Source: an optimization exercise on an open RTL-to-GDS flow (aim: small area and a short achievable clock period). Production flows keep margins and buffers that such runs may drop. RTL that was checked went through simulation tests only; none was proved equivalent to the original. No functional check of the RTL was part of run 8. Power is estimated from default activity; no workload was simulated. No driver is modelled on the clock port, so clocking that relies on it looks cheaper here than on a real chip.

**flow/run.sh**
```bash
#!/bin/bash
# synth_recipe.tcl (not shown) runs the flow's synth.tcl, then flattens the netlist and writes it again
# the make line also repeats each setting of config.mk as NAME=value (left out here)
make -C /OpenROAD-flow-scripts/flow DESIGN_CONFIG=/design/flow/config.mk WORK_HOME=/design/flow/orfs CLKGATE_MAP_FILE= SYNTH_SCRIPT=/design/flow/synth_recipe.tcl finish
```
**flow/design.v**
```verilog
`default_nettype none
module adder100_reg (
    input  wire        clk,
    input  wire [99:0] a,
    input  wire [99:0] b,
    input  wire        cin,
    output reg  [99:0] cout,
    output reg  [99:0] sum
);
    reg  [99:0] a_q;
    reg  [99:0] b_q;
    reg         cin_q;
    wire [99:0] cout_w;
    wire [99:0] sum_w;
    top_module u_add (
        .a(a_q), .b(b_q), .cin(cin_q),
        .cout(cout_w), .sum(sum_w)
    );
    always @(posedge clk) begin
        a_q   <= a;
        b_q   <= b;
        cin_q <= cin;
        cout  <= cout_w;
        sum   <= sum_w;
    end
endmodule
`default_nettype wire

`default_nettype none
module top_module( 
    input [99:0] a, b,
    input cin,
    output [99:0] cout,
    output [99:0] sum );
    genvar i;
    generate
        fa inst0(.A(a[0]),.B(b[0]),.Cin(cin),.Cout(cout[0]),.Sum(sum[0]));
        for(i=1;i<100;i=i+1) begin: generate_fa
            fa ins1(.A(a[i]),.B(b[i]),.Cin(cout[i-1]),.Cout(cout[i]),.Sum(sum[i])); 
        end
    endgenerate
endmodule
module fa(input A,B,Cin,
          output Cout,Sum);
    assign Sum=A^B^Cin;
    assign Cout=(A&B)|Cin&(A^B);  
endmodule
```
**flow/constraint.sdc**
```tcl
create_clock -name core_clock -period 40.0 [get_ports {clk}]
set_input_delay 8.0000 -clock core_clock [delete_from_list [all_inputs] [get_ports {clk}]]
set_output_delay 8.0000 -clock core_clock [all_outputs]
set_load 0.01 [all_outputs]
```
**flow/config.mk**
```make
export PLATFORM = sky130hd
export DESIGN_NAME = adder100_reg
export DESIGN_NICKNAME = adder100_reg
export VERILOG_FILES = /design/flow/design.v
export SDC_FILE = /design/flow/constraint.sdc
export NUM_CORES = 4
export LEC_CHECK = 0
export CAP_MARGIN = 20
export CORE_MARGIN = 2
export CORE_UTILIZATION = 40
export SLEW_MARGIN = 20
```
==> notes.md, run 1 <==
Global route
The global route total overflow is 0. The initial antenna violation count is 7. Entering global routing, the biggest net connects 15 pins. For this run, the total global-route usage over all layers was measured as 18.55%. The via count of the first global-routing pass was 6104. The wire length of the first global-routing pass is 35230 um.

Critical path
The cell that appears most often on the critical path is fa_2. Among all stages on the critical path, the largest delay is contributed by fa_1. The longest individual stage delay on the worst path is 460 ps.

The category of the worst setup path capture point is a flip-flop. The top fanout value on the critical path is 2. For the worst setup path, the data arrival time is 39250 ps. The worst setup path is launched from a flip-flop.

The worst setup path is of the reg -> reg kind. At the worst endpoint, the required time is 40390 ps.

Final layout
Summing all non-filler instances in the final layout gives an area of 15960 um^2. Cells fill 65.25% of the core in the end. Compared with the post-synthesis result, the final layout area differs by 59.14%.

The number of nets in the layout is 1246. Cells with a size suffix above 1 make up 12.96% of the layout. For this run, the number of standard cells in the final layout without fillers is 1300.

STA
Setup repair after global routing left no endpoint under its margin. The achievable clock frequency is 25.74 MHz. After layout, the worst setup slack is 1147 ps. The final setup skew is 11.63 ps. The post-route setup TNS is 0 ps. The count of pins over their slew limit is 0. Headroom to the max-slew limit came out at 79.81%. The number of failing hold endpoints at the final stage is 0.

The final setup violation count is 0. The clock period minus worst slack is 38850 ps. The share of the clock period used by the worst path is 97.13%. Final hold analysis gives a worst-case slack of 505.2 ps.

For the pin with the worst max-slew slack, the measured transition is 301.8 ps.

Floorplan
The area of the die is 26360 um^2. The number of top-level pins is 402. The initialized floorplan defines 57 standard-cell rows. The initial utilization of the core area, before any placement, comes to 41.00%. The horizontal extent of the die is 162.3 um. The floorplan step set the die height to 162.3 um. The total area inside the core boundary comes to 24460 um^2.

Drt
The final routed wire length divided by cell count is 18.68 um. The overall routed net length is 24280 um. The remaining antenna violation count after routing is 0. The number of vias per cell after detailed routing is 4.059.

The DRC violation count after routing is 0. The initial DRC count is 214. The routed layout has 5277 vias. The first detailed-routing pass ran for 3 iterations.

Logic synthesis
The number of warnings printed during yosys synthesis is 1. The commonest cells after synthesis are dfxtp_1, fa_1. By area the synthesized netlist is led by dfxtp_1, fa_1. Counting every instance in the synthesized netlist gives 501. The post-synthesis async set-or-reset flop share is 0%. dfxtp_1 takes more of the synthesized area than any other cell. The count of flip-flops with a built-in enable after synthesis is 0.

The netlist uses 2 different library cells. The share of Yosys cell area claimed by the top area cell type is 80.04%. The synthesized flop and latch total is 401. The number of nets handed over by synthesis was 803. Yosys instantiated no cell more often than dfxtp_1. The synthesized area is 10030 um^2. Of the synthesized area, sequential elements account for 80.04%. In this run the mean area of a mapped cell was 20.02 um^2. For this run, the leading register cell type out of synthesis is dfxtp_1.

Clock tree
The clock transition at the registers of the reported paths is 60 ps. In this run the clock root is driven by a clkbuf_16. The number of levels the H-tree was split into is 2. The CTS tree is done. The CTS sink count is 401. The number of buffers on the longest clock path is 3. Counting the buffers created by CTS gives 40. The post-CTS setup buffer count is 0.

The clock latency reported for the late side of the worst-skew pair is 510 ps.

Status
The run finished with no timing, DRC or antenna violations.

Placed design
At the end of routability-driven placement, the weighted congestion stood at 0.8505. In this run, placement finished with an instance count of 1226. The post-placement cell area is 14460 um^2.

The placed wire-length estimate after detailed placement is 19340 um. The port buffer count is 401. The pre-CTS setup slack is -2403 ps.

Power and ir drop
The highest ir drop seen on vdd is 0.00003311 V. The power density over the cells is 60.45 nW/um^2. In this run the static leakage power is 6.287 nW. The overall power after layout is 0.9649 mW.

Job
The number of max-capacitance violations reported is 0.

Worst hold path
The classification of the worst-slack hold path is reg -> reg.
-- worst paths after layout --
path | start | to | slack, ps | cells after the start
worst min register to register | b_q[43]$_DFF_P_ | sum[43]$_DFF_P_ | 510 | 1
worst max register to register | cin_q$_DFF_P_ | sum[99]$_DFF_P_ | 1150 | 100
worst min-delay path | b_q[43]$_DFF_P_ | sum[43]$_DFF_P_ | 510 | 1
worst max-delay path | cin_q$_DFF_P_ | sum[99]$_DFF_P_ | 1150 | 100
-- layer usage --
metal	vias to the layer above	track usage [%]	routed length [um]
li1	2431	-	-
met1	2484	17.92	7650
met2	303	32.26	12210
met3	53	11.64	3711
met4	6	6.396	679
met5	-	0	35
-- kinds of logic after synthesis --
family | count (synthesis) | synth area share, %
flip-flops | 401 | 80.04
adder cells (fa/ha/maj) | 100 | 19.96
-- layout by cell type (no fill, tap or decap), drive strengths merged --
cell type      synthesis  final
dfxtp                401    401
clkdlybuf4s50          0    401
fa                   100    100
clkbuf                 0     58
clkinv                 0      7
bufinv                 0      5
diode                  0      4
-- worst max-delay path: cells and delay by family (launching register included) --
family | cells | cell delay [ps]
adders and majority gates | 100 | 38440
DFF | 1 | 310
-- where the power goes --
group | leakage [nW] | internal [mW] | total (mW) | switching, mW
logic | 2.24 | 0.0820 | 0.132 | 0.0500
registers | 3.38 | 0.443 | 0.459 | 0.0161
clock network | 0.659 | 0.231 | 0.374 | 0.143
-- flip-flops by register name, indices dropped and copies added (netlist names) --
| register | cells |
|---|---|
| a_q | 100 |
| b_q | 100 |
| cout | 100 |
| sum | 100 |
| cin_q | 1 |
-- repair_timing --
action | CTS | global route
gates resized for setup | 45 | 18
hold endpoints to repair | 0 | 0
cloned | 0 | 0
setup endpoints to repair | 14 | 6
hold buffers | 0 | 0
-- cell type report --
| type | count | area, um^2 |
|---|---|---|
| flip-flops and latches | 401 | 8028 |
| clock buffers | 58 | 1150 |
| fillers | 1756 | 8501 |
| multi-input cells | 100 | 2170 |
| diodes | 4 | 10.01 |
| repair buffers | 401 | 4014 |
| well taps | 324 | 405.4 |
| clock inverters | 12 | 185.2 |
==> run 2, diff against run 1 <==
==> flow/flow/run.sh (new file) <==
#!/bin/bash
set -euo pipefail
bash standard.sh BUFFER_PORTS_ARGS="-buffer_cell sky130_fd_sc_hd__buf_1" finish > run_standard.log 2>&1
==> flow/standard.sh (new file) <==
#!/bin/bash
# synth_recipe.tcl (not shown) runs the flow's synth.tcl, then flattens the netlist and writes it again
# the make line also repeats each setting of config.mk as NAME=value (left out here)
make -C /OpenROAD-flow-scripts/flow DESIGN_CONFIG=/design/flow/config.mk WORK_HOME=/design/flow/orfs CLKGATE_MAP_FILE= SYNTH_SCRIPT=/design/flow/synth_recipe.tcl "${@:-finish}"
removed: flow/run.sh
==> run 2 against run 1 <==
  * Clock skew is 1.6 ps lower
  * Wire length fell by 14%
  * Die area stayed put
  * Sequential power about the same
  * Via count is 2.5% lower
  * Largest cell class unchanged
  * Cell count is 0.46% lower
  * Still clean on timing, DRC and antenna
  * Register-to-register slack lost 30 ps
  * Critical path depth stayed put
  * Global-route usage down 2.9 points
  * Sequential cell count stayed put
  * Worst setup slack got worse by 32 ps
==> notes.md, run 2 <==
Drt
The final routed wire length divided by cell count is 16.11 um (was 18.68 um). The DRC violation count after routing was 0 (unchanged). The overall routed net length came to 20850 um (was 24280 um). The initial DRC count was 131 (was 214).

The total via count in the routed design is 5145 (was 5277). The number of search-and-repair iterations in the first detailed-routing pass is 2 (was 3). The remaining antenna violation count after routing is 0 (unchanged).

The number of vias per cell after detailed routing is 3.976 (was 4.059).

Logic synthesis
Top cell types by occurrence after synthesis: dfxtp_1, fa_1 (unchanged). The synthesized flop and latch total is 401 (unchanged). The fraction of the yosys area taken by sequential cells is 80.04% (unchanged). The number of distinct standard cells referenced by the synthesized netlist is 2 (unchanged). The primary flip-flop cell chosen by synthesis mapping is dfxtp_1 (unchanged). The count of flip-flops with a built-in enable after synthesis is 0 (unchanged).

The number of nets produced by synthesis was 803 (unchanged). The share of Yosys cell area claimed by the top area cell type is 80.04% (unchanged). The post-synthesis async set-or-reset flop share is 0% (unchanged). Ranking of synthesized cells by area: dfxtp_1, fa_1 (unchanged). The number of warnings printed during yosys synthesis is 1 (unchanged). The cell count after synthesis is 501 (unchanged). The synthesized area is 10030 um^2 (unchanged). The average size of a mapped cell is 20.02 um^2 (unchanged). The most common cell in the synthesized netlist is dfxtp_1 (unchanged).

The cell type contributing the most total cell area after synthesis is dfxtp_1 (unchanged).

Floorplan
The number of top-level pins is 402 (unchanged). The area inside the core boundary is 24460 um^2 (unchanged). The area of the die was 26360 um^2 (unchanged). The initial core utilization is 41.00% (unchanged). The y dimension of the die came to 162.3 um (unchanged).

The floorplan row count is 57 (unchanged). The horizontal extent of the die is 162.3 um (unchanged).

Placed design
The port buffer count is 401 (unchanged). The pre-CTS setup slack is -2411 ps (was -2403 ps). The routability-driven placement congestion ratio is 0.7721 (was 0.8505). The placed wire-length estimate after detailed placement was 16350 um (was 19340 um).

STA
Unrepaired setup endpoints after global routing: no (unchanged). The pin slew with the least headroom to its limit is 285.7 ps (was 301.8 ps). The share of the clock period used by the worst path is 97.21% (was 97.13%). The number of failing hold endpoints at the final stage was 0 (unchanged).

The final setup violation count is 0 (unchanged). The clock period minus worst slack is 38890 ps (was 38850 ps). The count of pins over their slew limit is 0 (unchanged).

The final setup skew is 10.04 ps (was 11.63 ps). The headroom to the max-slew limit is 81.03% (was 79.81%). The worst path setup slack after routing was 1114 ps (was 1147 ps).

The achievable clock frequency is 25.72 MHz (was 25.74 MHz).

Final layout
The final-layout fill cell count is 2029 (was 1756). The combined area of the multi-input logic cells is 2167 um^2 (was 2170 um^2). The area overhead of the layout relative to synthesis is 33.52% (was 59.14%). The share of cells above drive strength 1 is 12.89% (was 12.96%). The number of nets in the layout is 1245 (was 1246).

The post-route core utilization was 54.74% (was 65.25%). The sequential cell area was 8028 um^2 (unchanged). Most frequent cells in the layout: dfxtp_1, buf_1, fa_2 (was dfxtp_1, clkdlybuf4s50_1, fa_2).

The diode insertion count for antenna repair was 0 (was 4).

Global route
The wire length of the first global-routing pass is 30880 um (was 35230 um). The largest net degree at the start of global routing is 15 (unchanged). The via count of the first global-routing pass is 5842 (was 6104). The total global routing track utilization is 15.66% (was 18.55%). The initial antenna violation count was 1 (was 7). The global route total overflow is 0 (unchanged).

Critical path
The buffer and inverter count on the worst path is 0 (unchanged). The top fanout value on the critical path is 2 (unchanged). The slowest library cell on the worst path is fa_1 (unchanged). The critical path start-end classification is reg -> reg (unchanged).

The kind of cell adding the most delay to the critical path is adder cells (unchanged). The required time at the worst-slack endpoint was 40370 ps (was 40390 ps). The arrival time at the worst endpoint is 39260 ps (was 39250 ps). The longest individual stage delay on the worst path is 450 ps (was 460 ps). The cell occurring most often along the worst timing path is fa_2 (unchanged). The category of the worst setup path capture point is a flip-flop (unchanged). The worst reg2reg path startpoint is cin_q$_DFF_P_ (unchanged).

The source of the critical timing path is cin_q$_DFF_P_ (unchanged). The category of the worst setup path launch point is a flip-flop (unchanged).

Power and ir drop
The highest ir drop seen on vdd came to 0.00003900 V (was 0.00003311 V). The share of total power in the clock network is 39.9% (was 38.8%). The switching power is 0.2032 mW (was 0.2089 mW).

The power density over the cells was 66.64 nW/um^2 (was 60.45 nW/um^2). The relative contribution of sequential cells to total power came to 51.4% (was 47.6%). The overall power after layout came to 0.8924 mW (was 0.9649 mW). The switching share of power is 22.78% (was 21.65%).

The internal power component came to 0.6891 mW (was 0.7560 mW). The leakage component of the power came to 5.166 nW (was 6.287 nW). The relative contribution of combinational cells to total power is 8.7% (was 13.7%).

Worst hold path
The classification of the worst-slack hold path is reg -> reg (unchanged). The hold path startpoint is b_q[65]$_DFF_P_ (was b_q[43]$_DFF_P_).

Clock tree
The total CTS buffers is 39 (was 40). The clock root buffer was clkbuf_16 (unchanged). The clock transition at the registers of the reported paths came to 60 ps (about the same). The clock latency reported for the late side of the worst-skew pair is 500 ps (was 510 ps). The number of levels the H-tree was split into is 2 (unchanged). The CTS tree is done (unchanged). The CTS sink count is 401 (unchanged). The number of buffers on the longest clock path came to 3 (unchanged).

Job
The number of max-capacitance violations reported is 0 (unchanged).

Status
Status: finished clean (unchanged).
-- run 2: what timing repair did --
item,in CTS,in global routing
cloned,0,0
resized for setup,45,17
setup buffers,0,0
endpoints found under the hold margin,0,0
hold buffers,0,0
endpoints found under the setup margin,14,6
-- run 2: layout make-up --
class	count	share of cell area [%]
timing repair buffer	401	11.24
tap	324	3.027
sequential	401	59.95
multi-input combinational	100	16.18
clock inverter	6	0.4578
clock buffer	62	9.147
-- run 2: worst paths after layout --
kind / end / slack [ps] / cells past startpoint
min: sum[65]$_DFF_P_ / 510 / 1
min reg2reg: sum[65]$_DFF_P_ / 510 / 1
max: sum[99]$_DFF_P_ / 1110 / 100
max reg2reg: sum[99]$_DFF_P_ / 1110 / 100
-- run 2: per-stage QoR --
stage / std cells / hold WS [ps] / setup TNS [ps] / instance area (um^2)
floorplan: 501 / 472.0 / 0 / 10040
global route: 1294 / 530.3 / 0 / 13390
detailed placement: 1226 / 496.4 / -18000 / 11950
finish: 1294 / 507.9 / 0 / 13390
global placement: 1226 / 491.2 / -10290 / 11950
CTS: 1294 / 511.3 / 0 / 13350
-- run 2: power groups by stage --
stage | combinational (mW) | sequential (mW) | clock [mW]
6_report | 0.0778 | 0.459 | 0.356
5_1_grt | 0.0881 | 0.463 | 0.383
4_1_cts | 0.0794 | 0.459 | 0.366
3_5_place_dp | 0.0774 | 0.467 | 0
3_3_place_gp | 0.0767 | 0.467 | 0
2_1_floorplan | 0.0166 | 0.482 | 0
-- run 2: kinds of logic (layout without fill, tap and decap cells) --
family	count (synthesis)	after routing	synth area share, %
DFF	401	401	80.04
buffers and inverters	0	469	0
adders and majority gates	100	100	19.96
-- run 2: worst register-to-register path, delay by kind of cell, from the launching register on --
family                     cells  cell delay [ps]
DFF                            1              320
adders and majority gates    100            38410
-- run 2: per-layer routing --
| layer | track usage [%] | vias up | wire length [um] |
|---|---|---|---|
| li1 | - | 2419 | - |
| met1 | 15.17 | 2386 | 6774 |
| met2 | 27.76 | 295 | 10440 |
| met3 | 8.683 | 45 | 3065 |
| met4 | 5.994 | 0 | 567 |
| met5 | 0 | - | 0 |
==> run 3, diff against run 2 <==
--- a/flow/config.mk
+++ b/flow/config.mk
@@ -8,4 +8,5 @@
 export CAP_MARGIN = 20
 export CORE_MARGIN = 2
 export CORE_UTILIZATION = 40
+export CTS_BUF_LIST = sky130_fd_sc_hd__clkbuf_4 sky130_fd_sc_hd__clkbuf_8
 export SLEW_MARGIN = 20
==> run 3 against run 2 <==
  * Still clean
  * Non-clock buffer count is the same
  * Worst setup slack improved by 46 ps
  * Sequential share of layout area fell by 0.29 points
  * First-iteration DRC count decreased by 11%
  * Cell count grew 3.2%
  * Critical path type unchanged
  * Largest cell class unchanged
  * Highest routed layer unchanged
==> notes.md, run 3 <==
Final layout
The post-route core utilization came to 55.01% (was 54.74%). The final-layout fill cell count is 2037 (was 2029). The post-route cell area is 13460 um^2 (was 13390 um^2).

The area overhead of the layout relative to synthesis is 34.17% (was 33.52%). The number of nets in the layout is 1265 (was 1245). Most frequent cells in the layout: dfxtp_1, buf_1, clkbuf_8 (was dfxtp_1, buf_1, fa_2). The sequential cell area was 8028 um^2 (unchanged). The combined area of the multi-input logic cells is 2165 um^2 (was 2167 um^2). The diode insertion count for antenna repair is 0 (unchanged). The share of cells above drive strength 1 came to 17.21% (was 12.89%).

Floorplan
The area inside the core boundary is 24460 um^2 (unchanged). The number of top-level pins came to 402 (unchanged). The area of the die is 26360 um^2 (unchanged). The initial core utilization is 41.00% (unchanged). The horizontal extent of the die came to 162.3 um (unchanged). The y dimension of the die was 162.3 um (unchanged). The floorplan row count is 57 (unchanged).

Critical path
The category of the worst setup path launch point is a flip-flop (unchanged). The critical path start-end classification is reg -> reg (unchanged). The cell occurring most often along the worst timing path is fa_2 (unchanged). The buffer and inverter count on the worst path is 0 (unchanged). The top fanout value on the critical path came to 2 (unchanged).

The required time at the worst-slack endpoint is 40460 ps (was 40370 ps). The category of the worst setup path capture point is a flip-flop (unchanged). The longest individual stage delay on the worst path was 470 ps (was 450 ps). The kind of cell adding the most delay to the critical path was adder cells (unchanged). The slowest library cell on the worst path is fa_1 (unchanged).

The arrival time at the worst endpoint was 39300 ps (was 39260 ps).

Global route
The global route total overflow is 0 (unchanged). The largest net degree at the start of global routing was 17 (was 15). The wire length of the first global-routing pass is 31260 um (was 30880 um). The initial antenna violation count was 1 (unchanged). The total global routing track utilization was 15.81% (was 15.66%).

The via count of the first global-routing pass was 6054 (was 5842).

Clock tree
The post-CTS setup buffer count was 0 (unchanged). The total CTS buffers is 59 (was 39). The clock root buffer is clkbuf_8 (was clkbuf_16).

The clock latency reported for the late side of the worst-skew pair was 590 ps (was 500 ps). The number of levels the H-tree was split into is 2 (unchanged). The post-cts hold buffer count is 0 (unchanged).

The CTS tree is done (unchanged). The CTS sink count was 401 (unchanged). The number of buffers on the longest clock path is 3 (unchanged). The clock transition at the registers of the reported paths is 60 ps (about the same).

STA
The worst path setup slack after routing is 1160 ps (was 1114 ps). Unrepaired setup endpoints after global routing: no (unchanged). The final worst hold slack came to 505.4 ps (was 507.9 ps). The post-route setup TNS came to 0 ps (unchanged).

The clock period minus worst slack was 38840 ps (was 38890 ps). The final setup violation count is 0 (unchanged). The share of the clock period used by the worst path is 97.10% (was 97.21%). The pin slew with the least headroom to its limit came to 290.8 ps (was 285.7 ps). The headroom to the max-slew limit was 80.69% (was 81.03%). The count of pins over their slew limit was 0 (unchanged). The final setup skew came to 24.63 ps (was 10.04 ps). The number of failing hold endpoints at the final stage is 0 (unchanged). The achievable clock frequency is 25.75 MHz (was 25.72 MHz).

Placed design
The port buffer count is 401 (unchanged). The routability-driven placement congestion ratio is 0.7721 (unchanged). The pre-CTS setup slack was -2411 ps (unchanged). The post-placement cell area came to 11950 um^2 (unchanged). The placed wire-length estimate after detailed placement is 16350 um (unchanged).

Logic synthesis
The number of distinct standard cells referenced by the synthesized netlist is 2 (unchanged). The synthesized flop and latch total came to 401 (unchanged). Ranking of synthesized cells by area: dfxtp_1, fa_1 (unchanged). The primary flip-flop cell chosen by synthesis mapping is dfxtp_1 (unchanged).

The share of Yosys cell area claimed by the top area cell type is 80.04% (unchanged). The cell type contributing the most total cell area after synthesis is dfxtp_1 (unchanged). Top cell types by occurrence after synthesis: dfxtp_1, fa_1 (unchanged). The post-synthesis async set-or-reset flop share is 0% (unchanged). The count of flip-flops with a built-in enable after synthesis is 0 (unchanged). The synthesized area is 10030 um^2 (unchanged). The most common cell in the synthesized netlist is dfxtp_1 (unchanged).

The fraction of the yosys area taken by sequential cells was 80.04% (unchanged). The number of nets produced by synthesis is 803 (unchanged). The number of warnings printed during yosys synthesis is 1 (unchanged). The cell count after synthesis is 501 (unchanged). The average size of a mapped cell was 20.02 um^2 (unchanged).

Drt
The remaining antenna violation count after routing is 0 (unchanged). The final routed wire length divided by cell count came to 15.62 um (was 16.11 um). The total via count in the routed design came to 5283 (was 5145). The initial DRC count came to 116 (was 131).

The DRC violation count after routing is 0 (unchanged). The number of search-and-repair iterations in the first detailed-routing pass is 4 (was 2). The number of vias per cell after detailed routing was 3.957 (was 3.976). The overall routed net length is 20850 um (about the same).

Status
Status: finished clean (unchanged).

Power and ir drop
The leakage component of the power is 5.253 nW (was 5.166 nW). The highest ir drop seen on vdd is 0.00003885 V (was 0.00003900 V). The power density over the cells was 66.09 nW/um^2 (was 66.64 nW/um^2).

Job
The number of max-capacitance violations reported is 0 (unchanged).

Worst hold path
The classification of the worst-slack hold path is reg -> reg (unchanged).
run 3: per-layer routing:
| layer | share of wire, % | track usage (%) | wire, um |
|---|---|---|---|
| met1 | 32 | 15.17 | 6768 |
| met2 | 50 | 27.83 | 10410 |
| met3 | 15 | 9.040 | 3069 |
| met4 | 2.9 | 6.356 | 599 |
| met5 | 0 | 0 | 0 |
run 3: final timing paths:
check                   from  slack [ps]  cells past startpoint              end
max            cin_q$_DFF_P_        1160                    100  sum[99]$_DFF_P_
min          b_q[13]$_DFF_P_         510                      1  sum[13]$_DFF_P_
max reg2reg    cin_q$_DFF_P_        1160                    100  sum[99]$_DFF_P_
min reg2reg  b_q[13]$_DFF_P_         510                      1  sum[13]$_DFF_P_
run 3: where the power goes:
group	switching [mW]	internal [mW]
Combinational	0.0471	0.0302
Clock	0.145	0.208
Sequential	0.0157	0.443
run 3: kinds of logic (layout without fill, tap and decap cells):
kind of cell,count (synthesis),after routing,share of synthesized area [%]
flip-flops,401,401,80.04
adder cells (fa/ha/maj),100,100,19.96
buffers and inverters,0,510,0
run 3: final cells by class:
type                            count  area share, %
Multi-Input combinational cell    100          16.09
Clock inverter                     10         0.8647
Sequential cell                   401          59.66
Timing Repair Buffer              401          11.19
Clock buffer                       99          9.196
Tap cell                          324          3.013
run 3: repair_timing:
item | CTS | global route
hold endpoints to repair | 0 | 0
setup endpoints to repair | 14 | 6
pin swaps | 0 | 0
resized for setup | 43 | 18
run 3: stage by stage:
step,cells,power (mW)
2_1_floorplan,501,0.4985
3_3_place_gp,1226,0.5437
3_5_place_dp,1226,0.5446
4_1_cts,1335,0.9042
5_1_grt,1335,0.9357
6_report,1335,0.8894
==> run 4, diff against run 3 <==
--- a/flow/config.mk
+++ b/flow/config.mk
@@ -8,5 +8,6 @@
 export CAP_MARGIN = 20
 export CORE_MARGIN = 2
 export CORE_UTILIZATION = 40
-export CTS_BUF_LIST = sky130_fd_sc_hd__clkbuf_4 sky130_fd_sc_hd__clkbuf_8
+export CTS_CLUSTER_DIAMETER = 60
+export CTS_CLUSTER_SIZE = 30
 export SLEW_MARGIN = 20
==> run 4 against run 3 <==
  * Combinational power hardly changed
  * Still clean on timing, DRC and antenna
  * Worst setup slack worse by 17 ps
  * Power shrank 5.6%
  * Die area unchanged
  * Global-route usage shrank 0.58 points
  * Clock-buffer cell count fell by 70
  * Worst hold slack got worse by 0.69 ps
  * Cell area shrank 2.3%
  * Register-to-register slack worse by 20 ps
==> notes.md, run 4 <==
Global route
The wire length of the first global-routing pass was 30350 um (was 31260 um). The via count of the first global-routing pass is 5710 (was 6054). The total global routing track utilization was 15.23% (was 15.81%). The initial antenna violation count is 1 (unchanged). The global route total overflow was 0 (unchanged).

The largest net degree at the start of global routing is 31 (was 17).

Clock tree
The clock transition at the registers of the reported paths is 100 ps (was 60 ps). The CTS sink count is 401 (unchanged). The clock latency reported for the late side of the worst-skew pair is 570 ps (was 590 ps).

The CTS tree is done (unchanged). The total CTS buffers came to 27 (was 59). The number of levels the H-tree was split into came to 1 (was 2).

The number of buffers on the longest clock path is 3 (unchanged). The post-cts hold buffer count is 0 (unchanged). The clock root buffer is clkbuf_16 (was clkbuf_8).

Logic synthesis
The fraction of the yosys area taken by sequential cells was 80.04% (unchanged). The primary flip-flop cell chosen by synthesis mapping is dfxtp_1 (unchanged). The share of Yosys cell area claimed by the top area cell type is 80.04% (unchanged). Ranking of synthesized cells by area: dfxtp_1, fa_1 (unchanged). The cell count after synthesis is 501 (unchanged). The post-synthesis async set-or-reset flop share is 0% (unchanged). The cell type contributing the most total cell area after synthesis is dfxtp_1 (unchanged).

The number of distinct standard cells referenced by the synthesized netlist is 2 (unchanged). The most common cell in the synthesized netlist is dfxtp_1 (unchanged). The count of flip-flops with a built-in enable after synthesis is 0 (unchanged). The average size of a mapped cell is 20.02 um^2 (unchanged). Top cell types by occurrence after synthesis: dfxtp_1, fa_1 (unchanged). The number of nets produced by synthesis is 803 (unchanged). The number of warnings printed during yosys synthesis came to 1 (unchanged). The synthesized flop and latch total is 401 (unchanged). The synthesized area was 10030 um^2 (unchanged).

Critical path
The slowest library cell on the worst path is fa_1 (unchanged). The longest individual stage delay on the worst path is 470 ps (about the same). The cell occurring most often along the worst timing path is fa_2 (unchanged).

The arrival time at the worst endpoint is 39310 ps (was 39300 ps). The category of the worst setup path launch point is a flip-flop (unchanged). The required time at the worst-slack endpoint was 40460 ps (about the same). The critical path start-end classification is reg -> reg (unchanged). The category of the worst setup path capture point is a flip-flop (unchanged).

The setup slack of the most critical reg-to-reg path is 1140 ps (was 1160 ps). The top fanout value on the critical path is 2 (unchanged).

Worst hold path
The classification of the worst-slack hold path is reg -> reg (unchanged).

STA
The final setup skew is 41.96 ps (was 24.63 ps). The final worst hold slack is 504.7 ps (was 505.4 ps). The clock period minus worst slack came to 38860 ps (was 38840 ps). The achievable clock frequency is 25.74 MHz (was 25.75 MHz). The final setup violation count was 0 (unchanged).

The share of the clock period used by the worst path is 97.14% (was 97.10%). The number of failing hold endpoints at the final stage came to 0 (unchanged). The post-route setup TNS is 0 ps (unchanged). The pin slew with the least headroom to its limit is 294.6 ps (was 290.8 ps). The headroom to the max-slew limit came to 80.44% (was 80.69%).

The count of pins over their slew limit is 0 (unchanged).

Drt
The DRC violation count after routing is 0 (unchanged). The remaining antenna violation count after routing is 0 (unchanged). The overall routed net length was 20340 um (was 20850 um). The number of vias per cell after detailed routing is 3.982 (was 3.957). The total via count in the routed design came to 5081 (was 5283). The number of search-and-repair iterations in the first detailed-routing pass is 4 (unchanged). The initial DRC count came to 153 (was 116). The final routed wire length divided by cell count is 15.94 um (was 15.62 um).

Power and ir drop
The highest ir drop seen on vdd was 0.00004636 V (was 0.00003885 V). The overall power after layout is 0.8398 mW (was 0.8894 mW). The power density over the cells was 63.90 nW/um^2 (was 66.09 nW/um^2). The leakage component of the power is 5.031 nW (was 5.253 nW).

Job
The number of max-capacitance violations reported was 0 (unchanged).

Floorplan
The initial core utilization came to 41.00% (unchanged). The number of top-level pins is 402 (unchanged). The y dimension of the die is 162.3 um (unchanged). The horizontal extent of the die was 162.3 um (unchanged).

The floorplan row count was 57 (unchanged). The area inside the core boundary came to 24460 um^2 (unchanged). The area of the die is 26360 um^2 (unchanged).

Final layout
The diode insertion count for antenna repair came to 0 (unchanged). The area overhead of the layout relative to synthesis came to 31.04% (was 34.17%). The share of cells above drive strength 1 came to 11.97% (was 17.21%). The post-route core utilization is 53.73% (was 55.01%). Most frequent cells in the layout: dfxtp_1, buf_1, fa_2 (was dfxtp_1, buf_1, clkbuf_8). The number of nets in the layout is 1233 (was 1265).

Placed design
The port buffer count was 401 (unchanged). The routability-driven placement congestion ratio is 0.7721 (unchanged). The placed wire-length estimate after detailed placement came to 16350 um (unchanged).

Status
Status: finished clean (unchanged).
==> run 4: cell types whose count changed in the layout (fill, tap and decap cells not counted), moves of 4 or more <==
cell       delta
clkbuf_8     -78
clkbuf_16    +27
clkbuf_4     -20
clkinv_8      +4
inv_12        +4
==> run 4: area by class of cell <==
cell class	instances	area, um^2
Sequential cell	401	8028
Clock inverter	21	346.6
Tap cell	324	405.4
Timing Repair Buffer	401	1505
Multi-Input combinational cell	100	2165
Fill cell	2056	11320
Clock buffer	29	693.2
==> run 4: cells by family (layout without fill, tap and decap cells) <==
kind of cell               after synthesis  after routing  share of synthesized area, %
buffers and inverters                    0            451                             0
adders and majority gates              100            100                         19.96
DFF                                    401            401                         80.04
==> run 4: critical path, delay by kind of cell (launching register included) <==
kind | cells | cell delay [ps]
adder cells (fa/ha/maj) | 100 | 38430
flip-flops | 1 | 320
==> run 4: power by group <==
group / internal [mW] / switching (mW)
registers: 0.442 / 0.0157
clock network: 0.148 / 0.157
logic: 0.0303 / 0.0471
total: 0.620 / 0.220
==> run 4: worst paths after layout <==
| path | end | from | cells past startpoint |
|---|---|---|---|
| worst max-delay path | sum[99]$_DFF_P_ | cin_q$_DFF_P_ | 100 |
| worst min-delay path | sum[94]$_DFF_P_ | b_q[94]$_DFF_P_ | 1 |
| worst max register to register | sum[99]$_DFF_P_ | cin_q$_DFF_P_ | 100 |
| worst min register to register | sum[94]$_DFF_P_ | b_q[94]$_DFF_P_ | 1 |
==> run 4: what timing repair did <==
item	CTS	global route
pin swaps	0	0
setup endpoints to repair	14	6
resized for setup	43	18
buffers inserted	0	0
==> run 4: per-layer routing <==
layer / GRT usage [%] / wire length (um)
met1: 14.87 / 6572
met3: 8.149 / 2936
met2: 27.49 / 10190
met5: 0 / 0
met4: 4.988 / 640
==> run 4: through the flow <==
step	instance area (um^2)	setup slack [ps]	std cells
6_report	13140	1143	1276
2_1_floorplan	10040	33.13	501
5_1_grt	13140	-1.489	1276
3_5_place_dp	11950	-2411	1226
4_1_cts	13100	14.29	1276
3_3_place_gp	11950	-1774	1226
==> run 5, diff against run 4 <==
--- a/flow/config.mk
+++ b/flow/config.mk
@@ -8,6 +8,6 @@
 export CAP_MARGIN = 20
 export CORE_MARGIN = 2
 export CORE_UTILIZATION = 40
-export CTS_CLUSTER_DIAMETER = 60
-export CTS_CLUSTER_SIZE = 30
+export CTS_CLUSTER_DIAMETER = 80
+export CTS_CLUSTER_SIZE = 25
 export SLEW_MARGIN = 20
==> run 5 against run 4 <==
  * Non-clock buffer count unchanged
  * Power decreased by 10%
  * Wire length decreased by 0.70%
  * First-iteration DRC count decreased by 9.2%
  * Core utilization decreased by 1.9 points
  * Die area unchanged
  * Synthesized cell count unchanged
  * Sequential share of layout area increased by 2.2 points
  * Register-to-register slack got worse by 20 ps
  * Clock power decreased by 28%
  * Critical path type unchanged
  * Largest power group unchanged
==> notes.md, run 5 <==
Status
Status: finished clean (unchanged).

Floorplan
The horizontal extent of the die is 162.3 um (unchanged). The area of the die came to 26360 um^2 (unchanged). The initial core utilization is 41.00% (unchanged). The number of top-level pins was 402 (unchanged). The floorplan row count came to 57 (unchanged). The y dimension of the die is 162.3 um (unchanged).

The area inside the core boundary is 24460 um^2 (unchanged).

STA
Setup repair after global routing left no endpoint under its margin. The final worst hold slack was 505.7 ps (was 504.7 ps). The final setup skew came to 14.76 ps (was 41.96 ps).

The share of the clock period used by the worst path came to 97.20% (was 97.14%). The number of failing hold endpoints at the final stage came to 0 (unchanged). The headroom to the max-slew limit came to 80.38% (was 80.44%). The achievable clock frequency is 25.72 MHz (was 25.74 MHz). The clock period minus worst slack is 38880 ps (was 38860 ps). The final setup violation count is 0 (unchanged).

The pin slew with the least headroom to its limit was 295.5 ps (was 294.6 ps). The count of pins over their slew limit is 0 (unchanged).

Final layout
The sequential cell area is 8028 um^2 (unchanged). The combined area of the multi-input logic cells is 2165 um^2 (unchanged). Most frequent cells in the layout: dfxtp_1, buf_1, fa_2 (unchanged).

The area overhead of the layout relative to synthesis came to 26.47% (was 31.04%). The post-route cell area came to 12680 um^2 (was 13140 um^2). The post-route core utilization is 51.85% (was 53.73%). The share of cells above drive strength 1 is 9.611% (was 11.97%).

The number of nets in the layout is 1226 (was 1233). The final-layout fill cell count was 2108 (was 2056).

Critical path
The cell occurring most often along the worst timing path was fa_2 (unchanged). The category of the worst setup path launch point is a flip-flop (unchanged). The longest individual stage delay on the worst path was 470 ps (about the same). The arrival time at the worst endpoint is 39280 ps (was 39310 ps). The slowest library cell on the worst path was fa_1 (unchanged).

The required time at the worst-slack endpoint is 40400 ps (was 40460 ps). The critical path start-end classification is reg -> reg (unchanged). The top fanout value on the critical path is 2 (unchanged). The category of the worst setup path capture point is a flip-flop (unchanged).

Global route
The via count of the first global-routing pass is 5612 (was 5710). The met3 track demand over resource is 8.047% (was 8.149%). The largest net degree at the start of global routing came to 26 (was 31). The wire length of the first global-routing pass is 29860 um (was 30350 um). The initial antenna violation count is 1 (unchanged). The global route total overflow was 0 (unchanged).

The most crowded layer after global routing was met2 (unchanged). The global-route track usage on met1 is 15.06% (was 14.87%). The total global routing track utilization is 15.04% (was 15.23%).

The global-route met2 utilization came to 26.67% (was 27.49%).

Placed design
The port buffer count is 401 (unchanged). The placed wire-length estimate after detailed placement is 16350 um (unchanged). The post-placement cell area is 11950 um^2 (unchanged). The routability-driven placement congestion ratio is 0.7721 (unchanged).

Logic synthesis
Top cell types by occurrence after synthesis: dfxtp_1, fa_1 (unchanged). The cell type contributing the most total cell area after synthesis is dfxtp_1 (unchanged). The number of distinct standard cells referenced by the synthesized netlist was 2 (unchanged). The number of warnings printed during yosys synthesis is 1 (unchanged).

The share of Yosys cell area claimed by the top area cell type is 80.04% (unchanged). The synthesized flop and latch total came to 401 (unchanged). The post-synthesis async set-or-reset flop share is 0% (unchanged). The number of nets produced by synthesis is 803 (unchanged). The most common cell in the synthesized netlist is dfxtp_1 (unchanged). The average size of a mapped cell was 20.02 um^2 (unchanged). The fraction of the yosys area taken by sequential cells is 80.04% (unchanged). The synthesized area is 10030 um^2 (unchanged). The primary flip-flop cell chosen by synthesis mapping is dfxtp_1 (unchanged).

The count of flip-flops with a built-in enable after synthesis is 0 (unchanged). Ranking of synthesized cells by area: dfxtp_1, fa_1 (unchanged). The cell count after synthesis is 501 (unchanged).

Clock tree
The clock root buffer is clkbuf_16 (unchanged). The total CTS buffers is 20 (was 27). The number of buffers on the longest clock path is 3 (unchanged).

The CTS tree is done (unchanged). The CTS sink count was 401 (unchanged). The post-cts hold buffer count is 0 (unchanged). The post-CTS setup buffer count is 0 (unchanged). The clock latency reported for the late side of the worst-skew pair is 510 ps (was 570 ps). The clock transition at the registers of the reported paths was 90 ps (was 100 ps). The number of levels the H-tree was split into is 1 (unchanged).

Drt
The number of vias per cell after detailed routing is 4.009 (was 3.982). The number of search-and-repair iterations in the first detailed-routing pass is 3 (was 4). The final routed wire length divided by cell count is 16.15 um (was 15.94 um). The initial DRC count is 139 (was 153). The overall routed net length is 20200 um (was 20340 um). The remaining antenna violation count after routing came to 0 (unchanged).

The total via count in the routed design is 5015 (was 5081). The DRC violation count after routing is 0 (unchanged).

Power and ir drop
The switching share of power is 23.86% (was 26.19%). The highest ir drop seen on vdd is 0.00004643 V (was 0.00004636 V). The switching power came to 0.1799 mW (was 0.2199 mW). The share of total power in the clock network is 29.1% (was 36.3%). The relative contribution of sequential cells to total power is 60.7% (was 54.5%). The power density over the cells came to 59.45 nW/um^2 (was 63.90 nW/um^2). The leakage component of the power is 4.814 nW (was 5.031 nW). The internal power component came to 0.5742 mW (was 0.6199 mW).

The relative contribution of combinational cells to total power is 10.2% (was 9.2%).

Job
The number of max-capacitance violations reported is 0 (unchanged).

Worst hold path
The classification of the worst-slack hold path was reg -> reg (unchanged).
## run 5: critical path: cells and delay by family, from the launching register on
kind                       cells  cell delay, ps
DFF                            1             330
adders and majority gates    100           38390
## run 5: logic make-up after synthesis
family     after synthesis  share of synthesized area [%]
flops                  401                          80.04
fa+ha+maj              100                          19.96
## run 5: cell type report
cell class                 count  share of cell area (%)
sequential                   401                   63.29
clock inverter                 3                  0.4241
antenna                        1                 0.01973
timing repair buffer         401                   11.87
multi-input combinational    100                   17.06
tap                          324                   3.196
clock buffer                  21                   4.143
## run 5: what timing repair did
item | in CTS | in global routing
pin swaps | 0 | 0
cloned | 0 | 0
setup endpoints to repair | 14 | 6
gates resized for setup | 43 | 18
## run 5: final timing paths
path	from	to	slack (ps)	cells after the start
worst max-delay path	cin_q$_DFF_P_	sum[99]$_DFF_P_	1120	100
worst min-delay path	b_q[90]$_DFF_P_	sum[90]$_DFF_P_	510	1
worst max register to register	cin_q$_DFF_P_	sum[99]$_DFF_P_	1120	100
worst min register to register	b_q[90]$_DFF_P_	sum[90]$_DFF_P_	510	1
## run 5: through the flow
| stage | cells | setup TNS, ps | power [mW] | setup slack [ps] |
|---|---|---|---|---|
| 6_report | 1251 | 0 | 0.7542 | 1120 |
| 2_1_floorplan | 501 | 0 | 0.4985 | 33.13 |
| 3_3_place_gp | 1226 | -10290 | 0.5437 | -1774 |
| 3_5_place_dp | 1226 | -18000 | 0.5446 | -2411 |
| 4_1_cts | 1250 | 0 | 0.7644 | 21.76 |
| 5_1_grt | 1250 | 0 | 0.7927 | 3.180 |
## run 5: routing by layer
layer / vias to the layer above / share of wire (%)
met5: - / 0
met4: 0 / 3.2
met3: 35 / 14
met2: 276 / 49
met1: 2341 / 33
li1: 2363 / -
## run 5: power groups by stage
stage          logic [mW]  registers [mW]  clock network, mW
2_1_floorplan      0.0166           0.482                  0
3_3_place_gp       0.0767           0.467                  0
3_5_place_dp       0.0774           0.467                  0
4_1_cts            0.0792           0.458              0.227
5_1_grt            0.0878           0.462              0.243
6_report           0.0773           0.458              0.219
==> run 6, diff against run 5 <==
--- a/flow/config.mk
+++ b/flow/config.mk
@@ -8,6 +8,6 @@
 export CAP_MARGIN = 20
 export CORE_MARGIN = 2
 export CORE_UTILIZATION = 40
-export CTS_CLUSTER_DIAMETER = 80
-export CTS_CLUSTER_SIZE = 25
+export CTS_CLUSTER_DIAMETER = 90
+export CTS_CLUSTER_SIZE = 32
 export SLEW_MARGIN = 20
==> run 6 against run 5 <==
  * Power is 3.8% lower
  * Die area stayed put
  * Non-clock buffer count stayed put
  * Worst setup slack better by 55 ps
  * Clock skew is 5.7 ps higher
  * Register-to-register slack better by 50 ps
  * Clock power is 13% lower
  * Critical path depth stayed put
  * Sequential power hardly changed
  * Critical endpoint unchanged
  * Largest cell class unchanged
==> notes.md, run 6 <==
Final layout
The post-route core utilization was 51.29% (was 51.85%). The final-layout fill cell count is 2116 (was 2108). The sequential cell area was 8028 um^2 (unchanged). The diode insertion count for antenna repair is 0 (was 1). Most frequent cells in the layout: dfxtp_1, buf_1, fa_2 (unchanged). The share of cells above drive strength 1 is 9.121% (was 9.611%). The post-route cell area is 12550 um^2 (was 12680 um^2). The area overhead of the layout relative to synthesis is 25.10% (was 26.47%). The combined area of the multi-input logic cells is 2165 um^2 (unchanged). The number of nets in the layout was 1222 (was 1226).

Logic synthesis
The number of warnings printed during yosys synthesis is 1 (unchanged). The synthesized flop and latch total is 401 (unchanged). The number of distinct standard cells referenced by the synthesized netlist is 2 (unchanged).

The synthesized area is 10030 um^2 (unchanged). The average size of a mapped cell was 20.02 um^2 (unchanged). The cell type contributing the most total cell area after synthesis is dfxtp_1 (unchanged).

The post-synthesis async set-or-reset flop share is 0% (unchanged). The primary flip-flop cell chosen by synthesis mapping was dfxtp_1 (unchanged). The cell count after synthesis is 501 (unchanged). The share of Yosys cell area claimed by the top area cell type came to 80.04% (unchanged).

The count of flip-flops with a built-in enable after synthesis is 0 (unchanged). The number of nets produced by synthesis is 803 (unchanged). The most common cell in the synthesized netlist is dfxtp_1 (unchanged). The fraction of the yosys area taken by sequential cells is 80.04% (unchanged). Ranking of synthesized cells by area: dfxtp_1, fa_1 (unchanged). Top cell types by occurrence after synthesis: dfxtp_1, fa_1 (unchanged).

Status
Status: finished clean (unchanged).

STA
The number of failing hold endpoints at the final stage was 0 (unchanged). The final setup skew came to 20.42 ps (was 14.76 ps). The clock period minus worst slack is 38830 ps (was 38880 ps).

The post-route setup TNS is 0 ps (unchanged). The headroom to the max-slew limit is 80.70% (was 80.38%). The achievable clock frequency is 25.76 MHz (was 25.72 MHz). The count of pins over their slew limit is 0 (unchanged).

The share of the clock period used by the worst path came to 97.06% (was 97.20%). The final setup violation count is 0 (unchanged). The final worst hold slack is 518.3 ps (was 505.7 ps). The worst path setup slack after routing is 1175 ps (was 1120 ps). The pin slew with the least headroom to its limit is 290.7 ps (was 295.5 ps). Unrepaired setup endpoints after global routing: no (unchanged).

Critical path
The required time at the worst-slack endpoint is 40400 ps (about the same). The longest individual stage delay on the worst path is 470 ps (about the same). The slowest library cell on the worst path is fa_1 (unchanged). The top fanout value on the critical path came to 2 (unchanged). The arrival time at the worst endpoint is 39230 ps (was 39280 ps). The category of the worst setup path launch point is a flip-flop (unchanged). The cell occurring most often along the worst timing path is fa_2 (unchanged). The critical path start-end classification is reg -> reg (unchanged).

The category of the worst setup path capture point is a flip-flop (unchanged).

Clock tree
The clock root buffer is clkbuf_16 (unchanged). The number of buffers on the longest clock path is 3 (unchanged). The post-CTS setup buffer count is 0 (unchanged). The CTS sink count came to 401 (unchanged). The post-cts hold buffer count is 0 (unchanged).

The total CTS buffers is 16 (was 20). The number of levels the H-tree was split into is 1 (unchanged). The clock latency reported for the late side of the worst-skew pair is 510 ps (about the same). The CTS tree was done (unchanged). The clock transition at the registers of the reported paths is 110 ps (was 90 ps).

Worst hold path
The classification of the worst-slack hold path is reg -> reg (unchanged).

Floorplan
The area of the die was 26360 um^2 (unchanged). The floorplan row count was 57 (unchanged). The horizontal extent of the die is 162.3 um (unchanged). The initial core utilization is 41.00% (unchanged). The area inside the core boundary came to 24460 um^2 (unchanged). The number of top-level pins is 402 (unchanged). The y dimension of the die is 162.3 um (unchanged).

Global route
The largest net degree at the start of global routing was 33 (was 26). The total global routing track utilization was 14.93% (was 15.04%). The wire length of the first global-routing pass is 29610 um (was 29860 um). The global route total overflow is 0 (unchanged). The via count of the first global-routing pass was 5523 (was 5612). The initial antenna violation count is 1 (unchanged).

Drt
The overall routed net length is 20030 um (was 20200 um). The DRC violation count after routing is 0 (unchanged). The initial DRC count came to 164 (was 139). The total via count in the routed design is 4969 (was 5015).

The final routed wire length divided by cell count is 16.09 um (was 16.15 um). The number of vias per cell after detailed routing is 3.991 (was 4.009). The number of search-and-repair iterations in the first detailed-routing pass is 3 (unchanged). The remaining antenna violation count after routing is 0 (unchanged).

Placed design
The port buffer count is 401 (unchanged). The pre-CTS setup slack was -2411 ps (unchanged). The placed wire-length estimate after detailed placement is 16350 um (unchanged).

The routability-driven placement congestion ratio is 0.7721 (unchanged). The post-placement cell area is 11950 um^2 (unchanged).

Power and ir drop
The leakage component of the power is 4.749 nW (was 4.814 nW). The highest ir drop seen on vdd came to 0.00003836 V (was 0.00004643 V). The power density over the cells is 57.80 nW/um^2 (was 59.45 nW/um^2).

Job
The number of max-capacitance violations reported is 0 (unchanged).
==> run 6: cells by family (layout without fill, tap and decap cells) <==
family / count (synthesis) / in the layout / synth area share [%]
buffers and inverters: 0 / 420 / 0
flip-flops: 401 / 401 / 80.04
adder cells (fa/ha/maj): 100 / 100 / 19.96
==> run 6: stage by stage <==
step / std cells / power [mW]
finish: 1245 / 0.7253
global route: 1245 / 0.7632
CTS: 1245 / 0.7359
detailed placement: 1226 / 0.5446
global placement: 1226 / 0.5437
floorplan: 501 / 0.4985
==> run 6: area by class of cell <==
cell class              instances  area share, %
flip-flops and latches        401          63.98
repair buffers                401          12.00
clock inverters                 2         0.1496
multi-input cells             100          17.25
clock buffers                  17          3.391
well taps                     324          3.231
==> run 6: path summary, 6_finish.rpt <==
kind | startpoint | end | slack (ps) | cells after the start
min | b_q[69]$_DFF_P_ | sum[69]$_DFF_P_ | 520 | 1
max | cin_q$_DFF_P_ | sum[99]$_DFF_P_ | 1170 | 100
min reg2reg | b_q[69]$_DFF_P_ | sum[69]$_DFF_P_ | 520 | 1
max reg2reg | cin_q$_DFF_P_ | sum[99]$_DFF_P_ | 1170 | 100
==> run 6: what timing repair did <==
item,in CTS,in global routing
hold endpoints to repair,0,0
endpoints found under the setup margin,14,6
pin swaps,0,0
gates resized for setup,43,18
==> run 6: where the power goes <==
part	leakage [nW]	switching [mW]	internal, mW
logic	1.15	0.0469	0.0302
registers	3.38	0.0155	0.442
clock network	0.216	0.113	0.0780
total	4.75	0.175	0.550
==> run 6: critical path: cells and delay by family, from the launching register on <==
family                     cells  cell delay (ps)
adders and majority gates    100            38400
DFF                            1              330
==> run 6: layer usage <==
layer / up-vias / routed length (um) / track usage [%]
met4: 0 / 590 / 4.545
met2: 266 / 10010 / 26.79
met3: 33 / 2887 / 7.920
met5: - / 0 / 0
li1: 2347 / - / -
met1: 2323 / 6539 / 14.90
==> run 7, diff against run 6 <==
--- a/flow/config.mk
+++ b/flow/config.mk
@@ -8,6 +8,6 @@
 export CAP_MARGIN = 20
 export CORE_MARGIN = 2
 export CORE_UTILIZATION = 40
-export CTS_CLUSTER_DIAMETER = 90
-export CTS_CLUSTER_SIZE = 32
+export CTS_CLUSTER_DIAMETER = 120
+export CTS_CLUSTER_SIZE = 36
 export SLEW_MARGIN = 20
==> run 7 against run 6 <==
  * Still clean on timing, DRC and antenna
  * Critical path type unchanged
  * First-iteration DRC count shrank 6.1%
  * Highest routed layer unchanged
  * Clock power down 4%
  * Clock skew increased by 26 ps
  * Global-route usage decreased by 0.073 points
==> notes.md, run 7 <==
Status
Status: finished clean (unchanged).

Floorplan
The number of top-level pins is 402 (unchanged). The initial core utilization is 41.00% (unchanged). The y dimension of the die is 162.3 um (unchanged). The area inside the core boundary is 24460 um^2 (unchanged). The horizontal extent of the die is 162.3 um (unchanged). The area of the die came to 26360 um^2 (unchanged). The floorplan row count is 57 (unchanged).

Logic synthesis
The primary flip-flop cell chosen by synthesis mapping is dfxtp_1 (unchanged). The count of flip-flops with a built-in enable after synthesis is 0 (unchanged). The synthesized area is 10030 um^2 (unchanged). The synthesized flop and latch total is 401 (unchanged).

The number of nets produced by synthesis is 803 (unchanged). The fraction of the yosys area taken by sequential cells is 80.04% (unchanged). Ranking of synthesized cells by area: dfxtp_1, fa_1 (unchanged). The average size of a mapped cell is 20.02 um^2 (unchanged). The cell count after synthesis is 501 (unchanged).

The cell type contributing the most total cell area after synthesis was dfxtp_1 (unchanged). The post-synthesis async set-or-reset flop share is 0% (unchanged). The number of warnings printed during yosys synthesis is 1 (unchanged). The number of distinct standard cells referenced by the synthesized netlist came to 2 (unchanged). The most common cell in the synthesized netlist is dfxtp_1 (unchanged).

Top cell types by occurrence after synthesis: dfxtp_1, fa_1 (unchanged). The share of Yosys cell area claimed by the top area cell type was 80.04% (unchanged).

Clock tree
The clock root buffer is clkbuf_16 (unchanged). The CTS tree is done (unchanged). The number of buffers on the longest clock path came to 3 (unchanged).

The clock transition at the registers of the reported paths is 120 ps (was 110 ps). The clock latency reported for the late side of the worst-skew pair is 510 ps (about the same). The CTS sink count is 401 (unchanged). The number of levels the H-tree was split into is 1 (unchanged).

The total CTS buffers is 15 (was 16). The post-cts hold buffer count came to 0 (unchanged).

Power and ir drop
The switching power came to 0.1749 mW (about the same). The internal power component was 0.5426 mW (was 0.5503 mW). The highest ir drop seen on vdd is 0.00003839 V (was 0.00003836 V). The power density over the cells is 57.37 nW/um^2 (was 57.80 nW/um^2). The overall power after layout is 0.7176 mW (was 0.7253 mW). The switching share of power is 24.38% (was 24.12%).

The share of total power in the clock network is 25.5% (was 26.3%). The relative contribution of sequential cells to total power is 63.8% (was 63.1%). The leakage component of the power is 4.730 nW (was 4.749 nW). The relative contribution of combinational cells to total power was 10.8% (was 10.6%).

Drt
The initial DRC count is 154 (was 164). The number of search-and-repair iterations in the first detailed-routing pass is 4 (was 3). The remaining antenna violation count after routing is 0 (unchanged). The final routed wire length divided by cell count is 16.16 um (was 16.09 um).

The number of vias per cell after detailed routing is 3.983 (was 3.991). The overall routed net length is 20070 um (was 20030 um). The DRC violation count after routing was 0 (unchanged). The total via count in the routed design was 4947 (was 4969).

Global route
The initial antenna violation count was 1 (unchanged). The wire length of the first global-routing pass is 29490 um (was 29610 um). The total global routing track utilization is 14.85% (was 14.93%).

The largest net degree at the start of global routing is 37 (was 33). The via count of the first global-routing pass is 5495 (was 5523). The global route total overflow is 0 (unchanged).

Critical path
The category of the worst setup path capture point is a flip-flop (unchanged). The slowest library cell on the worst path is fa_1 (unchanged). The arrival time at the worst endpoint is 39270 ps (was 39230 ps).

The required time at the worst-slack endpoint is 40400 ps (about the same). The top fanout value on the critical path is 2 (unchanged). The category of the worst setup path launch point is a flip-flop (unchanged). The longest individual stage delay on the worst path is 470 ps (about the same).

The kind of cell adding the most delay to the critical path is adder cells (unchanged). The critical path start-end classification is reg -> reg (unchanged). The cell occurring most often along the worst timing path is fa_2 (unchanged). The buffer and inverter count on the worst path came to 0 (unchanged).

Final layout
The post-route cell area was 12510 um^2 (was 12550 um^2). The diode insertion count for antenna repair is 0 (unchanged). The number of nets in the layout is 1221 (was 1222). The area overhead of the layout relative to synthesis is 24.71% (was 25.10%). Most frequent cells in the layout: dfxtp_1, buf_1, fa_2 (unchanged). The share of cells above drive strength 1 came to 8.824% (was 9.121%).

Worst hold path
The classification of the worst-slack hold path is reg -> reg (unchanged).

STA
The count of pins over their slew limit was 0 (unchanged). The share of the clock period used by the worst path is 97.17% (was 97.06%). The final setup violation count is 0 (unchanged).

The achievable clock frequency was 25.73 MHz (was 25.76 MHz). The number of failing hold endpoints at the final stage is 0 (unchanged). The final setup skew was 46.41 ps (was 20.42 ps). The pin slew with the least headroom to its limit is 309.7 ps (was 290.7 ps).

The clock period minus worst slack is 38870 ps (was 38830 ps). The headroom to the max-slew limit came to 79.44% (was 80.70%).

Placed design
The routability-driven placement congestion ratio was 0.7721 (unchanged). The placed wire-length estimate after detailed placement is 16350 um (unchanged). The post-placement cell area came to 11950 um^2 (unchanged). The port buffer count is 401 (unchanged).

Job
The number of max-capacitance violations reported came to 0 (unchanged).
-- run 7: final cells by class --
type / count / area, um^2
Timing Repair Buffer: 401 / 1505
Tap cell: 324 / 405.4
Fill cell: 2121 / 11950
Clock buffer: 15 / 375.4
Multi-Input combinational cell: 100 / 2165
Clock inverter: 1 / 30.03
Sequential cell: 401 / 8028
-- run 7: path summary, 6_finish.rpt --
check / from / endpoint / slack, ps / depth (start not counted)
max: cin_q$_DFF_P_ / sum[99]$_DFF_P_ / 1130 / 100
min reg2reg: b_q[27]$_DFF_P_ / sum[27]$_DFF_P_ / 520 / 1
max reg2reg: cin_q$_DFF_P_ / sum[99]$_DFF_P_ / 1130 / 100
min: b_q[27]$_DFF_P_ / sum[27]$_DFF_P_ / 520 / 1
-- run 7: worst register-to-register path, delay by kind of cell (launching register included) --
family,cells,cell delay [ps]
adder cells (fa/ha/maj),100,38400
flip-flops,1,340
-- run 7: per-layer routing --
| layer | vias to the layer above | global-route usage [%] | share of wire [%] |
|---|---|---|---|
| li1 | 2343 | - | - |
| met4 | 0 | 3.942 | 2.5 |
| met5 | - | 0 | 0 |
| met1 | 2311 | 14.88 | 33 |
| met3 | 29 | 8.174 | 15 |
| met2 | 264 | 26.65 | 50 |
-- run 7: power by group through the flow --
stage               Combinational, mW  Clock, mW  Sequential [mW]
global route                   0.0877      0.204            0.462
finish                         0.0772      0.183            0.458
detailed placement             0.0774          0            0.467
CTS                            0.0790      0.190            0.459
global placement               0.0767          0            0.467
floorplan                      0.0166          0            0.482
-- run 7: repair_timing --
item                                    4_1_cts  5_1_grt
endpoints found under the setup margin       14        6
hold endpoints to repair                      0        0
gates resized for setup                      43       18
buffers inserted                              0        0
pin swaps                                     0        0
-- run 7: cells by family after synthesis --
| family | Yosys count | synth area share (%) |
|---|---|---|
| fa+ha+maj | 100 | 19.96 |
| flops | 401 | 80.04 |
-- run 7: through the flow --
step	TNS (ps)	hold slack, ps	setup WS (ps)	instances	utilization, %
floorplan	0	472.0	33.13	501	-
global placement	-10290	491.2	-1774	1226	48.85
detailed placement	-18000	496.4	-2411	1226	48.85
CTS	0	524.3	19.93	1242	50.95
global route	-34.69	543.1	-34.69	1242	51.13
finish	0	522.9	1132	1242	51.13
==> run 8, diff against run 7 <==
--- a/flow/design.v
+++ b/flow/design.v
@@ -27,21 +27,12 @@
 `default_nettype wire
 
 `default_nettype none
-module top_module( 
+module top_module(
     input [99:0] a, b,
     input cin,
     output [99:0] cout,
     output [99:0] sum );
-    genvar i;
-    generate
-        fa inst0(.A(a[0]),.B(b[0]),.Cin(cin),.Cout(cout[0]),.Sum(sum[0]));
-        for(i=1;i<100;i=i+1) begin: generate_fa
-            fa ins1(.A(a[i]),.B(b[i]),.Cin(cout[i-1]),.Cout(cout[i]),.Sum(sum[i])); 
-        end
-    endgenerate
+    wire [100:0] s = {1'b0, a} + {1'b0, b} + {100'd0, cin};
+    assign sum = s[99:0];
+    assign cout = {s[100], s[99:1] ^ a[99:1] ^ b[99:1]};
 endmodule
-module fa(input A,B,Cin,
-          output Cout,Sum);
-    assign Sum=A^B^Cin;
-    assign Cout=(A&B)|Cin&(A^B);  
-endmodule
--- a/flow/config.mk
+++ b/flow/config.mk
@@ -8,6 +8,4 @@
 export CAP_MARGIN = 20
 export CORE_MARGIN = 2
 export CORE_UTILIZATION = 40
-export CTS_CLUSTER_DIAMETER = 120
-export CTS_CLUSTER_SIZE = 36
 export SLEW_MARGIN = 20
==> run 8 against run 7 <==
  * Worst setup slack gained 30000 ps
  * Via count grew to 2.6 times the previous value
  * Largest cell class is now multi-input combinational cells
  * Clock power grew 110%
  * Core utilization shrank 2.3 points
  * Combinational power rose to 3.3 times the previous value
  * Largest power group unchanged
  * Cell area increased by 60%
  * Sequential cell count did not move
  * Die area is 63% higher
  * Area after synthesis rose by 65%
  * Fmax rose to 4.3 times the previous value
  * Sequential share of layout area is 24 points lower
  * Clock-buffer cell count rose by 39
  * Critical endpoint is now sum[43]
==> notes.md, run 8 <==
Drt
The initial DRC count is 916 (was 154). The number of vias per cell after detailed routing is 5.057 (was 3.983). The overall routed net length is 47140 um (was 20070 um). The final routed wire length divided by cell count is 18.20 um (was 16.16 um). The remaining antenna violation count after routing was 0 (unchanged). The number of search-and-repair iterations in the first detailed-routing pass is 5 (was 4). The total via count in the routed design came to 13100 (was 4947). The DRC violation count after routing was 0 (unchanged).

Job
The number of max-capacitance violations reported is 0 (unchanged).

Placed design
The placed wire-length estimate after detailed placement is 38300 um (was 16350 um). The routability-driven placement congestion ratio is 0.9173 (was 0.7721). The port buffer count is 401 (unchanged).

Critical path
The slowest library cell on the worst path is dfxtp_1 (was fa_1). The setup slack of the most critical reg-to-reg path is 35900 ps (was 1130 ps). The longest individual stage delay on the worst path is 390 ps (was 470 ps).

The arrival time at the worst endpoint was 1130 ps (was 39270 ps). The required time at the worst-slack endpoint was 32000 ps (was 40400 ps). The source of the critical timing path is sum[43]$_DFF_P_ (was cin_q$_DFF_P_). Walking the worst path, the cells encountered are buf_1. The top fanout value on the critical path is 1 (was 2). The critical path start-end classification is reg -> out (was reg -> reg). The category of the worst setup path capture point is an output pin (was flip-flop). The end of the worst register-to-register path is sum[93]$_DFF_P_ (was sum[99]$_DFF_P_).

The worst reg2reg path startpoint is b_q[1]$_DFF_P_ (was cin_q$_DFF_P_). The category of the worst setup path launch point is a flip-flop (unchanged). The depth of the most critical reg-to-reg path is 11 (was 100). The buffer and inverter count on the worst path was 1 (was 0). The kind of cell adding the most delay to the critical path is flip-flops (was adder cells).

Logic synthesis
The number of nets produced by synthesis was 1929 (was 803). The most common cell in the synthesized netlist was dfxtp_1 (unchanged). The count of flip-flops with a built-in enable after synthesis came to 0 (unchanged). The number of distinct standard cells referenced by the synthesized netlist is 69 (was 2). The primary flip-flop cell chosen by synthesis mapping is dfxtp_1 (unchanged).

The synthesized area came to 16570 um^2 (was 10030 um^2). Top cell types by occurrence after synthesis: dfxtp_1, xnor2_1, a21oi_1 (was dfxtp_1, fa_1). The post-synthesis async set-or-reset flop share is 0% (unchanged).

The fraction of the yosys area taken by sequential cells was 48.46% (was 80.04%). The cell count after synthesis is 1626 (was 501). The share of Yosys cell area claimed by the top area cell type is 48.46% (was 80.04%). The cell type contributing the most total cell area after synthesis is dfxtp_1 (unchanged).

Ranking of synthesized cells by area: dfxtp_1, xnor2_1, ha_1, a21oi_1, a21o_1 (was dfxtp_1, fa_1). The average size of a mapped cell is 10.19 um^2 (was 20.02 um^2). The number of warnings printed during yosys synthesis is 1 (unchanged). The synthesized flop and latch total is 401 (unchanged).

Floorplan
The number of top-level pins is 402 (unchanged). The initial core utilization is 40.57% (was 41.00%). The y dimension of the die was 207.5 um (was 162.3 um). The floorplan row count was 74 (was 57).

The area inside the core boundary is 40830 um^2 (was 24460 um^2). The horizontal extent of the die is 207.5 um (was 162.3 um). The area of the die is 43060 um^2 (was 26360 um^2).

Clock tree
The post-CTS setup buffer count was 0 (unchanged). The post-cts hold buffer count is 0 (unchanged). The CTS sink count was 401 (unchanged). The total CTS buffers came to 41 (was 15). The number of buffers on the longest clock path is 3 (unchanged).

The number of levels the H-tree was split into is 2 (was 1). The CTS tree is done (unchanged). The clock transition at the registers of the reported paths was 70 ps (was 120 ps). The clock latency reported for the late side of the worst-skew pair came to 570 ps (was 510 ps).

The clock root buffer is clkbuf_16 (unchanged). The quantity of gates resized following cts is 0 (was 43).

Worst hold path
The hold path startpoint is b_q[73]$_DFF_P_ (was b_q[27]$_DFF_P_). The end of the worst hold path is cout[72]$_DFF_P_ (was sum[27]$_DFF_P_). The count of cells along the worst hold path is 2 (was 1). The classification of the worst-slack hold path is reg -> reg (unchanged).

Power and ir drop
The leakage component of the power is 7.854 nW (was 4.730 nW). The highest ir drop seen on vdd is 0.00003418 V (was 0.00003839 V). The power density over the cells came to 57.32 nW/um^2 (was 57.37 nW/um^2).

Final layout
The post-route core utilization is 48.88% (was 51.13%). Most frequent cells in the layout: dfxtp_1, buf_1, xnor2_1 (was dfxtp_1, buf_1, fa_2). The share of cells above drive strength 1 was 5.012% (was 8.824%). The number of nets in the layout came to 2326 (was 1221).

The area overhead of the layout relative to synthesis is 20.47% (was 24.71%).

Status
Status: finished clean (unchanged).

STA
The final setup skew came to 19.75 ps (was 46.41 ps). The pin slew with the least headroom to its limit is 979.8 ps (was 309.7 ps). The achievable clock frequency was 109.5 MHz (was 25.73 MHz). The post-route setup TNS is 0 ps (unchanged).

The final setup violation count was 0 (unchanged). The count of pins over their slew limit is 0 (unchanged). The number of failing hold endpoints at the final stage is 0 (unchanged).

The share of the clock period used by the worst path is 22.83% (was 97.17%). The clock period minus worst slack is 9131 ps (was 38870 ps). Setup repair after global routing left no endpoint under its margin. The headroom to the max-slew limit is 34.18% (was 79.44%).

Global route
The wire length of the first global-routing pass is 72340 um (was 29490 um). The via count of the first global-routing pass is 13100 (was 5495). The largest net degree at the start of global routing is 16 (was 37). The total global routing track utilization is 21.29% (was 14.85%).

The initial antenna violation count is 5 (was 1). The global route total overflow is 0 (unchanged).
run 8: worst max-delay path by stage:
stage | to | depth (start not counted) | slack, ps
floorplan | cout[0] | 0 | 31670
global placement | cout[42] | 1 | 31440
detailed placement | sum[43] | 1 | 31450
CTS | sum[43] | 1 | 30820
global route | cout[42] | 1 | 30830
finish | sum[43] | 1 | 30870
run 8: cell type report:
| cell class | count | area (um^2) |
|---|---|---|
| timing repair buffer | 401 | 1505 |
| fill | 3899 | 20870 |
| sequential | 401 | 8028 |
| tap | 532 | 665.6 |
| clock buffer | 54 | 1155 |
| multi-input combinational | 1134 | 8175 |
| inverter | 44 | 165.2 |
| antenna | 3 | 7.507 |
| clock inverter | 21 | 256.5 |
run 8: layer usage:
layer / part of all wire (%) / vias up / GRT usage (%)
met3: 6.7 / 96 / 4.977
li1: - / 6466 / -
met4: 3.0 / 4 / 7.365
met1: 43 / 6065 / 27.30
met5: 0.049 / - / 0
met2: 47 / 467 / 35.16
run 8: power breakdown:
group          switching [mW]  internal [mW]  total, mW
registers              0.0279          0.469      0.497
logic                   0.157         0.0998      0.257
clock network           0.159          0.232      0.391
run 8: stage by stage:
step | area (um^2) | worst slack [ps] | cells | hold slack, ps | power [mW]
detailed placement | 18540 | 31450 | 2512 | 560.5 | 0.7601
global route | 19950 | 30830 | 2588 | 605.2 | 1.197
global placement | 18540 | 31440 | 2512 | 555.3 | 0.7596
CTS | 19950 | 30820 | 2587 | 575.2 | 1.157
finish | 19960 | 30870 | 2590 | 568.9 | 1.144
floorplan | 16570 | 31670 | 1626 | 535.4 | 0.6635
run 8: kinds of logic (layout without fill, tap and decap cells):
family | Yosys count | after routing | share of synthesized area, %
xor gates and xnor gates | 299 | 299 | 16.06
other | 0 | 3 | 0
adders and majority gates | 101 | 101 | 7.718
DFF | 401 | 401 | 48.46
and+or+nand+nor | 319 | 319 | 9.176
buffers and inverters | 91 | 520 | 2.198
AOI/OAI and AO/OA | 415 | 415 | 16.40

## port drivers added, routing unchanged
Ports are ideal in the flow. The routed layouts listed here were re-timed in OpenROAD. Step 1, drivers: a clkbuf_16 drives clk and a buf_2 each remaining input, both assumed. Step 2 moves the port delays by t, midway between the first and last clock arrival at a register: inputs arrive t later, outputs are due t later. That takes back most of the time a late clock gives input paths. Slacks: no drivers / after step 1 / after step 2; pairs: no drivers / after step 1.
run | t (ns) | setup WS [ns] | worst setup path at the end | slew at the worst register clock pin (ns) | pins driven straight from the clock port
run 1 | 0.555 | 1.147 / 1.147 / 1.147 | register to register | 0.06 / 0.06 | 1
run 2 | 0.544 | 1.114 / 1.114 / 1.114 | register to register | 0.06 / 0.06 | 1
run 3 | 0.615 | 1.160 / 1.160 / 1.160 | register to register | 0.06 / 0.06 | 1
run 4 | 0.593 | 1.143 / 1.143 / 1.143 | register to register | 0.10 / 0.10 | 1
run 5 | 0.550 | 1.120 / 1.120 / 1.120 | register to register | 0.09 / 0.09 | 1
run 6 | 0.549 | 1.175 / 1.175 / 1.175 | register to register | 0.11 / 0.11 | 1
run 7 | 0.530 | 1.132 / 1.132 / 1.132 | register to register | 0.12 / 0.12 | 1
run 8 | 0.613 | 30.870 / 30.814 / 31.428 | register to output | 0.07 / 0.07 | 1
After both steps every run listed still meets setup and hold.
